From an optimization exercise on the open Yosys and OpenROAD flow, aimed at small area; shortcuts taken in it are not production practice. The RTL was checked by simulation tests, not by an equivalence proof against the original design. Power figures rest on the tool's default switching activity, not on a simulated workload.

==> 01-16 <==
## cpu
module cpu (
    input clk,
    input rstn,
    input [15:0] sw_i,
    input [31:0] inst_i,
    output [31:0] pc_o,
    output wb_en_o,
    output [4:0] wb_rd_o,
    output [31:0] wb_data_o
);
Settings: LEC_CHECK=0, CAP_MARGIN=10, CELL_PAD_IN_SITES_DETAIL_PLACEMENT=1, CELL_PAD_IN_SITES_GLOBAL_PLACEMENT=1, CORE_MARGIN=2, CORE_UTILIZATION=42, PLACE_DENSITY=0.52, SLEW_MARGIN=10; clock period 20.0 ns.
standard.sh (not shown) runs the stock make flow with config.mk's settings and CLKGATE_MAP_FILE= SYNTH_SCRIPT=/design/flow/synth_recipe.tcl, a recipe that flattens the netlist after the stock synthesis.
==> flow/flow/run.sh <==
#!/bin/bash
# Standard synthesis, then the logic mapped again with an area-minded ABC
# script (flip-flops untouched), then the standard layout.
set -euo pipefail
W=$PWD
R=$W/orfs/results/$FLOW_PLATFORM/cpu/base
LIB=$FLOW_HOME/platforms/$FLOW_PLATFORM/lib/sky130_fd_sc_hd__tt_025C_1v80.lib
YOSYS=yosys
[ -x "$FLOW_HOME/../tools/install/yosys/bin/yosys" ] && YOSYS=$FLOW_HOME/../tools/install/yosys/bin/yosys

bash standard.sh "$R/1_2_yosys.v" > $W/synth.log 2>&1

python3 $W/flow/mkmap.py $LIB > $W/remap_cells.v
printf 'set_driving_cell sky130_fd_sc_hd__buf_1\nset_load 5\n' > $W/remap.constr
cp $R/1_2_yosys.v $W/standard_synth.v
REMAP_LIB=$LIB REMAP_IN=$W/standard_synth.v REMAP_OUT=$W/remap_out.v \
REMAP_CELLS=$W/remap_cells.v REMAP_CONSTR=$W/remap.constr REMAP_DELAY=12000 \
REMAP_SCRIPT=$W/flow/remap.abc REMAP_STAT=$W/remap_stat.txt \
REMAP_DONT_USE="sky130_fd_sc_hd__probe_p_8 sky130_fd_sc_hd__probec_p_8 sky130_fd_sc_hd__lpflow_bleeder_1 sky130_fd_sc_hd__lpflow_clkbufkapwr_1 sky130_fd_sc_hd__lpflow_clkbufkapwr_16 sky130_fd_sc_hd__lpflow_clkbufkapwr_2 sky130_fd_sc_hd__lpflow_clkbufkapwr_4 sky130_fd_sc_hd__lpflow_clkbufkapwr_8 sky130_fd_sc_hd__lpflow_clkinvkapwr_1 sky130_fd_sc_hd__lpflow_clkinvkapwr_16 sky130_fd_sc_hd__lpflow_clkinvkapwr_2 sky130_fd_sc_hd__lpflow_clkinvkapwr_4 sky130_fd_sc_hd__lpflow_clkinvkapwr_8 sky130_fd_sc_hd__lpflow_decapkapwr_12 sky130_fd_sc_hd__lpflow_decapkapwr_3 sky130_fd_sc_hd__lpflow_decapkapwr_4 sky130_fd_sc_hd__lpflow_decapkapwr_6 sky130_fd_sc_hd__lpflow_decapkapwr_8 sky130_fd_sc_hd__lpflow_inputiso0n_1 sky130_fd_sc_hd__lpflow_inputiso0p_1 sky130_fd_sc_hd__lpflow_inputiso1n_1 sky130_fd_sc_hd__lpflow_inputiso1p_1 sky130_fd_sc_hd__lpflow_inputisolatch_1 sky130_fd_sc_hd__lpflow_isobufsrc_1 sky130_fd_sc_hd__lpflow_isobufsrc_16 sky130_fd_sc_hd__lpflow_isobufsrc_2 sky130_fd_sc_hd__lpflow_isobufsrc_4 sky130_fd_sc_hd__lpflow_isobufsrc_8 sky130_fd_sc_hd__lpflow_isobufsrckapwr_16 sky130_fd_sc_hd__lpflow_lsbuf_lh_hl_isowell_tap_1 sky130_fd_sc_hd__lpflow_lsbuf_lh_hl_isowell_tap_2 sky130_fd_sc_hd__lpflow_lsbuf_lh_hl_isowell_tap_4 sky130_fd_sc_hd__lpflow_lsbuf_lh_isowell_4 sky130_fd_sc_hd__lpflow_lsbuf_lh_isowell_tap_1 sky130_fd_sc_hd__lpflow_lsbuf_lh_isowell_tap_2 sky130_fd_sc_hd__lpflow_lsbuf_lh_isowell_tap_4" \
  $YOSYS -c $W/flow/remap.tcl > $W/remap.log 2>&1
cp $W/remap_out.v $R/1_2_yosys.v
touch $R/1_2_yosys.v

# ports buffered with the smallest buffer; no dummy loads in the clock tree
export BUFFER_PORTS_ARGS="-buffer_cell sky130_fd_sc_hd__buf_1"
export CTS_ARGS="-sink_clustering_enable -repair_clock_nets -dont_use_dummy_load -buf_list sky130_fd_sc_hd__clkbuf_16 -sink_clustering_size 24 -sink_clustering_max_diameter 100"
bash standard.sh finish > $W/layout.log 2>&1
Other scripts of this flow, unchanged in this note and not shown: flow/flow/mkmap.py, flow/flow/remap.abc, flow/flow/remap.tcl
==> 11-04: changes against 01-16 <==
CAP_MARGIN = 0   (was 10)
CORE_UTILIZATION = 48   (was 42)
PLACE_DENSITY = 0.58   (was 0.52)
SLEW_MARGIN = 0   (was 10)
==> flow_summary_export.csv <==
group,metric,value,unit
worst_setup_path,path_max_fanout,19,
status,status,"timing/DRC/antenna clean",
place,place_congestion,0.989,
drt,wl,305,mm
finish,fin_cells,5999,
finish,multi_input_area,0.0175,mm^2
finish,clk_share,2.65,%
synthesis,syn_area,0.0560,mm^2
floorplanning,dieWidth,369,um
sta,max_freq,0.0519,GHz
the above is filed under 01-16

==> flow_summary_export.csv <==
group,metric,value,unit
status,status,"timing/DRC/antenna clean",
finish,register_area,0.0391,mm^2
place,place_congestion,1.03,
sta,max_freq,0.0513,GHz
drt,wl,287,mm
finish,fin_cells,5755,
the above is filed under 11-04


========
==> branch umber: inputs <==
==> flow/design.v <==
module alu (
    input  [31:0] A,
    input  [31:0] B,
    input  [4:0]  sh,
    input         Srai,
    input         Andi,
    output [31:0] Sum,
    output [31:0] C
);
    assign Sum = A + B;
    wire [63:0] ext = {{32{A[31]}}, A} >> sh;
    wire [31:0] sra = ext[31:0];
    assign C = Srai ? sra : (Andi ? (A & B) : Sum);
endmodule
module ext (
    input  [31:0] inst,
    input         SType,
    input         ShamtImm,
    output [31:0] imm
);
    wire        sgn = inst[31] & ~ShamtImm;
    assign imm[4:0]   = SType ? inst[11:7] : inst[24:20];
    assign imm[11:5]  = ShamtImm ? 7'b0 : inst[31:25];
    assign imm[31:12] = {20{sgn}};
endmodule
module dm (
    input         clk,
    input         DMWr,
    input  [4:0]  address,
    input  [31:0] din,
    output [31:0] dout
);
    wire [2:0] aw = address[4:2];
    wire [1:0] al = address[1:0];
    wire [63:0] dd = {din, din};
    wire [31:0] wdat = dd[(6'd32 - {al, 3'b0}) +: 32];
    wire [255:0] q;
    wire [31:0]  lane;
    genvar l, w;
    generate
        for (l = 0; l < 4; l = l + 1) begin : L
            wire [2:0] wl = aw + ((l < al) ? 3'd1 : 3'd0);
            reg  [7:0] rb;
            integer k;
            always @(*) begin
                rb = 8'b0;
                for (k = 0; k < 8; k = k + 1)
                    rb = rb | (q[(k*4+l)*8 +: 8] & {8{wl == k}});
            end
            assign lane[l*8 +: 8] = rb;
            for (w = 0; w < 8; w = w + 1) begin : W
                reg [7:0] m;
                wire e = DMWr & (wl == w);
                always @(posedge clk)
                    m <= (wdat[l*8 +: 8] & {8{e}}) | (m & {8{~e}});
                assign q[(w*4+l)*8 +: 8] = m;
            end
        end
    endgenerate
    wire [63:0] ll = {lane, lane};
    assign dout = ll[{al, 3'b0} +: 32];
endmodule
module ctrl (
    input  [6:0] Op,
    input  [6:0] Funct7,
    input  [2:0] Funct3,
    output       RegWrite,
    output       MemWrite,
    output       Load,
    output       RType,
    output       SType,
    output       Srai,
    output       Andi,
    output       ShamtImm
);
    wire itype = (Op == 7'b0010011);
    assign RType    = (Op == 7'b0110011);
    assign Load     = (Op == 7'b0000011);
    assign SType    = (Op == 7'b0100011);
    assign MemWrite = SType;
    assign RegWrite = RType | itype | Load;
    assign Srai     = itype & (Funct3 == 3'b101) & (Funct7 == 7'b0100000);
    assign Andi     = itype & (Funct3 == 3'b111);
    assign ShamtImm = itype & (Funct3[1:0] == 2'b01);
endmodule
module rf (
    input         clk,
    input         rstn,
    input         wen,
    input  [4:0]  rs1,
    input  [4:0]  rs2,
    input  [4:0]  rd,
    input  [31:0] wd,
    output [31:0] rd1,
    output [31:0] rd2
);
    reg  [31:1] valid;
    wire [31:0] we;
    wire [31:0] sel1, sel2;
    wire [32*32-1:0] q;
    assign we[0]   = 1'b0;
    assign sel1[0] = 1'b0;
    assign sel2[0] = 1'b0;
    assign q[31:0] = 32'b0;
    genvar g;
    generate
        for (g = 1; g < 32; g = g + 1) begin : R
            reg [31:0] x;
            assign we[g] = wen & (rd == g);
            always @(posedge clk)
                x <= (wd & {32{we[g]}}) | (x & {32{~we[g]}});
            assign q[g*32 +: 32] = x;
            assign sel1[g] = valid[g] & (rs1 == g);
            assign sel2[g] = valid[g] & (rs2 == g);
        end
    endgenerate
    always @(posedge clk, negedge rstn) begin
        if (!rstn) valid <= 31'b0;
        else valid <= valid | we[31:1];
    end
    reg [31:0] o1, o2;
    integer i;
    always @(*) begin
        o1 = 32'b0;
        o2 = 32'b0;
        for (i = 1; i < 32; i = i + 1) begin
            o1 = o1 | (q[i*32 +: 32] & {32{sel1[i]}});
            o2 = o2 | (q[i*32 +: 32] & {32{sel2[i]}});
        end
    end
    wire hit1 = |sel1;
    wire hit2 = |sel2;
    assign rd1 = o1 | {27'b0, rs1 & {5{~hit1}}};
    assign rd2 = o2 | {27'b0, rs2 & {5{~hit2}}};
endmodule
module cpu (
    input clk,
    input rstn,
    input [15:0] sw_i,
    input [31:0] inst_i,
    output [31:0] pc_o,
    output wb_en_o,
    output [4:0] wb_rd_o,
    output [31:0] wb_data_o
);
    wire [31:0] inst = inst_i;
    reg  [31:0] PC;
    assign pc_o = PC;
    always @(posedge clk, negedge rstn) begin
        if (!rstn) PC <= 0;
        else PC <= PC + 1;
    end
    wire [4:0] rs1 = inst[19:15];
    wire [4:0] rs2 = inst[24:20];
    wire [4:0] rd  = inst[11:7];
    wire RegWrite, MemWrite, Load, RType, SType, Srai, Andi, ShamtImm;
    ctrl u_ctrl (
        .Op(inst[6:0]),
        .Funct7(inst[31:25]),
        .Funct3(inst[14:12]),
        .RegWrite(RegWrite),
        .MemWrite(MemWrite),
        .Load(Load),
        .RType(RType),
        .SType(SType),
        .Srai(Srai),
        .Andi(Andi),
        .ShamtImm(ShamtImm)
    );
    wire wen = RegWrite & (rd != 5'b0) & ~sw_i[1];
    wire [31:0] rs1_data, rs2_data, rd_data;
    rf u_rf (
        .clk(clk),
        .rstn(rstn),
        .wen(wen),
        .rs1(rs1),
        .rs2(rs2),
        .rd(rd),
        .wd(rd_data),
        .rd1(rs1_data),
        .rd2(rs2_data)
    );
    wire [31:0] imm;
    ext u_ext (
        .inst(inst),
        .SType(SType),
        .ShamtImm(ShamtImm),
        .imm(imm)
    );
    wire [31:0] Sum, ALUResult;
    alu u_alu (
        .A(rs1_data),
        .B(RType ? rs2_data : imm),
        .sh(inst[24:20]),
        .Srai(Srai),
        .Andi(Andi),
        .Sum(Sum),
        .C(ALUResult)
    );
    wire [31:0] dout;
    dm u_dm (
        .clk(clk),
        .DMWr(MemWrite),
        .address(Sum[4:0]),
        .din(rs2_data),
        .dout(dout)
    );
    assign rd_data   = Load ? dout : ALUResult;
    assign wb_en_o   = wen;
    assign wb_rd_o   = rd;
    assign wb_data_o = rd_data;
endmodule
==> flow/run.sh <==
#!/bin/bash
# synth_recipe.tcl (not shown) runs the flow's synth.tcl, then flattens the netlist and writes it again
# the make line also repeats each setting of config.mk as NAME=value (left out here)
make -C /OpenROAD-flow-scripts/flow DESIGN_CONFIG=/design/flow/config.mk WORK_HOME=/design/flow/orfs CLKGATE_MAP_FILE= SYNTH_SCRIPT=/design/flow/synth_recipe.tcl finish
==> flow/config.mk <==
export PLATFORM = sky130hd
export DESIGN_NAME = cpu
export DESIGN_NICKNAME = cpu
export VERILOG_FILES = /design/flow/design.v
export SDC_FILE = /design/flow/constraint.sdc
export NUM_CORES = 4
export LEC_CHECK = 0
export CAP_MARGIN = 20
export CORE_MARGIN = 2
export CORE_UTILIZATION = 35
export PLACE_DENSITY = 0.42
export SLEW_MARGIN = 20
==> flow/constraint.sdc <==
create_clock -name core_clock -period 20.0 [get_ports {clk}]
set_input_delay 4.0000 -clock core_clock [delete_from_list [all_inputs] [get_ports {clk}]]
set_output_delay 4.0000 -clock core_clock [all_outputs]
set_load 0.01 [all_outputs]
==> branch xenon (differences from branch umber) <==
==> flow/flow/run.sh (new file) <==
#!/bin/bash
# Standard synthesis, then the logic mapped again with an area-minded ABC
# script (flip-flops untouched), then the standard layout.
set -euo pipefail
W=$PWD
R=$W/orfs/results/$FLOW_PLATFORM/cpu/base
LIB=$FLOW_HOME/platforms/$FLOW_PLATFORM/lib/sky130_fd_sc_hd__tt_025C_1v80.lib
YOSYS=yosys
[ -x "$FLOW_HOME/../tools/install/yosys/bin/yosys" ] && YOSYS=$FLOW_HOME/../tools/install/yosys/bin/yosys

bash standard.sh "$R/1_2_yosys.v" > $W/synth.log 2>&1

python3 $W/flow/mkmap.py $LIB > $W/remap_cells.v
printf 'set_driving_cell sky130_fd_sc_hd__buf_1\nset_load 5\n' > $W/remap.constr
cp $R/1_2_yosys.v $W/standard_synth.v
REMAP_LIB=$LIB REMAP_IN=$W/standard_synth.v REMAP_OUT=$W/remap_out.v \
REMAP_CELLS=$W/remap_cells.v REMAP_CONSTR=$W/remap.constr REMAP_DELAY=12000 \
REMAP_SCRIPT=$W/flow/remap.abc REMAP_STAT=$W/remap_stat.txt \
REMAP_DONT_USE="sky130_fd_sc_hd__probe_p_8 sky130_fd_sc_hd__probec_p_8 sky130_fd_sc_hd__lpflow_bleeder_1 sky130_fd_sc_hd__lpflow_clkbufkapwr_1 sky130_fd_sc_hd__lpflow_clkbufkapwr_16 sky130_fd_sc_hd__lpflow_clkbufkapwr_2 sky130_fd_sc_hd__lpflow_clkbufkapwr_4 sky130_fd_sc_hd__lpflow_clkbufkapwr_8 sky130_fd_sc_hd__lpflow_clkinvkapwr_1 sky130_fd_sc_hd__lpflow_clkinvkapwr_16 sky130_fd_sc_hd__lpflow_clkinvkapwr_2 sky130_fd_sc_hd__lpflow_clkinvkapwr_4 sky130_fd_sc_hd__lpflow_clkinvkapwr_8 sky130_fd_sc_hd__lpflow_decapkapwr_12 sky130_fd_sc_hd__lpflow_decapkapwr_3 sky130_fd_sc_hd__lpflow_decapkapwr_4 sky130_fd_sc_hd__lpflow_decapkapwr_6 sky130_fd_sc_hd__lpflow_decapkapwr_8 sky130_fd_sc_hd__lpflow_inputiso0n_1 sky130_fd_sc_hd__lpflow_inputiso0p_1 sky130_fd_sc_hd__lpflow_inputiso1n_1 sky130_fd_sc_hd__lpflow_inputiso1p_1 sky130_fd_sc_hd__lpflow_inputisolatch_1 sky130_fd_sc_hd__lpflow_isobufsrc_1 sky130_fd_sc_hd__lpflow_isobufsrc_16 sky130_fd_sc_hd__lpflow_isobufsrc_2 sky130_fd_sc_hd__lpflow_isobufsrc_4 sky130_fd_sc_hd__lpflow_isobufsrc_8 sky130_fd_sc_hd__lpflow_isobufsrckapwr_16 sky130_fd_sc_hd__lpflow_lsbuf_lh_hl_isowell_tap_1 sky130_fd_sc_hd__lpflow_lsbuf_lh_hl_isowell_tap_2 sky130_fd_sc_hd__lpflow_lsbuf_lh_hl_isowell_tap_4 sky130_fd_sc_hd__lpflow_lsbuf_lh_isowell_4 sky130_fd_sc_hd__lpflow_lsbuf_lh_isowell_tap_1 sky130_fd_sc_hd__lpflow_lsbuf_lh_isowell_tap_2 sky130_fd_sc_hd__lpflow_lsbuf_lh_isowell_tap_4" \
  $YOSYS -c $W/flow/remap.tcl > $W/remap.log 2>&1
cp $W/remap_out.v $R/1_2_yosys.v
touch $R/1_2_yosys.v

# ports buffered with the smallest buffer; no dummy loads in the clock tree
export BUFFER_PORTS_ARGS="-buffer_cell sky130_fd_sc_hd__buf_1"
export CTS_ARGS="-sink_clustering_enable -repair_clock_nets -dont_use_dummy_load -buf_list sky130_fd_sc_hd__clkbuf_16 -sink_clustering_size 24 -sink_clustering_max_diameter 100"
bash standard.sh finish > $W/layout.log 2>&1
==> flow/flow/mkmap.py (new file) <==
# Writes a Yosys techmap file that turns each combinational cell of a liberty
# file into plain logic, so that ABC can map the logic again.
import re, sys
lib = open(sys.argv[1]).read()
out = []
pos = 0
cell_re = re.compile(r'\bcell\s*\(\s*"?([\w]+)"?\s*\)\s*\{')
def block_end(s, i):
    d = 0
    while i < len(s):
        c = s[i]
        if c == '{': d += 1
        elif c == '}':
            d -= 1
            if d == 0: return i
        i += 1
    return i
for m in cell_re.finditer(lib):
    name = m.group(1)
    start = m.end() - 1
    end = block_end(lib, start)
    body = lib[start:end]
    if re.search(r'\b(ff|latch|statetable)\s*\(', body): continue
    if 'dont_use' in body and re.search(r'dont_use\s*:\s*true', body): continue
    pins = []
    for pm in re.finditer(r'\bpin\s*\(\s*"?(\w+)"?\s*\)\s*\{', body):
        ps = pm.end() - 1
        pe = block_end(body, ps)
        pb = body[ps:pe]
        dm = re.search(r'direction\s*:\s*"?(\w+)"?', pb)
        fm = re.search(r'\bfunction\s*:\s*"([^"]*)"', pb)
        pins.append((pm.group(1), dm.group(1) if dm else None, fm.group(1) if fm else None))
    outs = [p for p in pins if p[1] == 'output']
    ins = [p for p in pins if p[1] == 'input']
    if not outs or any(p[2] is None for p in outs): continue
    if any(p[1] not in ('input', 'output') for p in pins): continue
    ports = [p[0] for p in ins] + [p[0] for p in outs]
    lines = ['module %s (%s);' % (name, ', '.join(ports))]
    for p in ins: lines.append('  input %s;' % p[0])
    for p in outs:
        f = p[2].replace('!', '~')
        f = re.sub(r'(\w)\s+(?=[\w(~])', r'\1 & ', f)
        f = re.sub(r'\)\s+(?=[\w(~])', r') & ', f)
        lines.append('  output %s;' % p[0])
        lines.append('  assign %s = %s;' % (p[0], f))
    lines.append('endmodule')
    out.append('\n'.join(lines))
print('\n\n'.join(out))
==> flow/flow/remap.abc (new file) <==
&get -n
&st
&syn2
&deepsyn -T 120
&dch -f
&nf -R 1000
&put
topo
==> flow/flow/remap.tcl (new file) <==
# Map the standard synthesis's logic again with ABC, keeping its flip-flops.
yosys -import
set lib $::env(REMAP_LIB)
read_liberty -lib $lib
read_verilog $::env(REMAP_IN)
hierarchy -top $::env(FLOW_TOP)
stat -liberty $lib
techmap -map $::env(REMAP_CELLS)
techmap
opt -fast
set du {}
foreach c $::env(REMAP_DONT_USE) { lappend du -dont_use $c }
abc -liberty $lib {*}$du -constr $::env(REMAP_CONSTR) -D $::env(REMAP_DELAY) -script $::env(REMAP_SCRIPT)
opt_clean -purge
hilomap -singleton -hicell sky130_fd_sc_hd__conb_1 HI -locell sky130_fd_sc_hd__conb_1 LO
insbuf -buf sky130_fd_sc_hd__buf_4 A X
splitnets
opt_clean -purge
tee -o $::env(REMAP_STAT) stat -liberty $lib
check -assert -mapped
write_verilog -noattr -nohex -nodec $::env(REMAP_OUT)
==> flow/standard.sh (new file) <==
#!/bin/bash
# synth_recipe.tcl (not shown) runs the flow's synth.tcl, then flattens the netlist and writes it again
# the make line also repeats each setting of config.mk as NAME=value (left out here)
make -C /OpenROAD-flow-scripts/flow DESIGN_CONFIG=/design/flow/config.mk WORK_HOME=/design/flow/orfs CLKGATE_MAP_FILE= SYNTH_SCRIPT=/design/flow/synth_recipe.tcl "${@:-finish}"
- CAP_MARGIN: 20 -> 10
- CELL_PAD_IN_SITES_DETAIL_PLACEMENT: unset -> 1
- CELL_PAD_IN_SITES_GLOBAL_PLACEMENT: unset -> 1
- CORE_UTILIZATION: 35 -> 48
- PLACE_DENSITY: 0.42 -> 0.58
- SLEW_MARGIN: 20 -> 10
removed: flow/run.sh
==> comparison table <==
| quantity | branch umber | branch xenon |
|---|---|---|
| Outcome | complete, no violations | complete, no violations |
| Destination of the critical timing path | wb_data_o[18] | wb_data_o[31] |
| Non-filler instance count after layout | 7,378 | 5,720 |
| Critical Path Start | inst_i[17] | inst_i[22] |
| Switching power total | 0.001794 W | 0.001250 W |
| Total power per unit cell area | 93.12 mW/mm^2 | 80.11 mW/mm^2 |
| Worst Slack Setup Final | 1.473 ns | 0.5508 ns |
| Highest net fanout along the worst path | 30 | 16 |
| First-pass GRT wire length | 468,500 microns | 385,600 microns |
| Placed standard-cell area | 0.06706 sq mm | 0.06038 sq mm |
| Worst hold margin | 0.4770 ns | 0.4935 ns |
| Ratio of cells with drive above 1 in the final layout | 15.37% | 9.940% |
| Pin count of the biggest net entering global routing | 65 | 84 |
| Logic pwr share | 12.2% | 10.9% |
| Worst-case setup slack after placement | 1.743 ns | 0.3563 ns |
| Number of signal-net inverters in the final layout | 58 | 39 |

==> port drivers added, routing unchanged <==
How much do the figures lean on ideal ports? The routed layouts below were timed once more, with nothing changed but the port constraints.
Step 1 assumes that a clkbuf_16 drives the clock port and a buf_2 every other input.
Step 2 moves the port delays by t, midway between the first and last clock arrival at a register: inputs arrive t later, outputs are due t later. That takes back most of the time a late clock gives input paths.
Three values: ideal ports, drivers, drivers and shift; two values: the first two.
run | t, ns | setup slack, ns | hold WS [ns] | latest minus earliest clock arrival (ns) | cell pins on the clock port's net
01-16 | 0.762 | 0.725 / 0.703 / 0.703 | 0.472 / 0.472 / 0.472 | 0.097 / 0.098 | 1
11-04 | 0.744 | 0.519 / 0.429 / 0.429 | 0.500 / 0.500 / 0.500 | 0.113 / 0.113 | 1
branch umber | 0.904 | 1.473 / 1.446 / 1.446 | 0.477 / 0.477 / 0.477 | 0.065 / 0.066 | 1
branch xenon | 0.807 | 0.551 / 0.492 / 0.492 | 0.494 / 0.494 / 0.494 | 0.122 / 0.122 | 1
After both steps every run listed still meets setup and hold. For 11-04, which loses most, drivers alone change the setup slack by -0.090 ns; drivers and shift together by -0.090 ns.
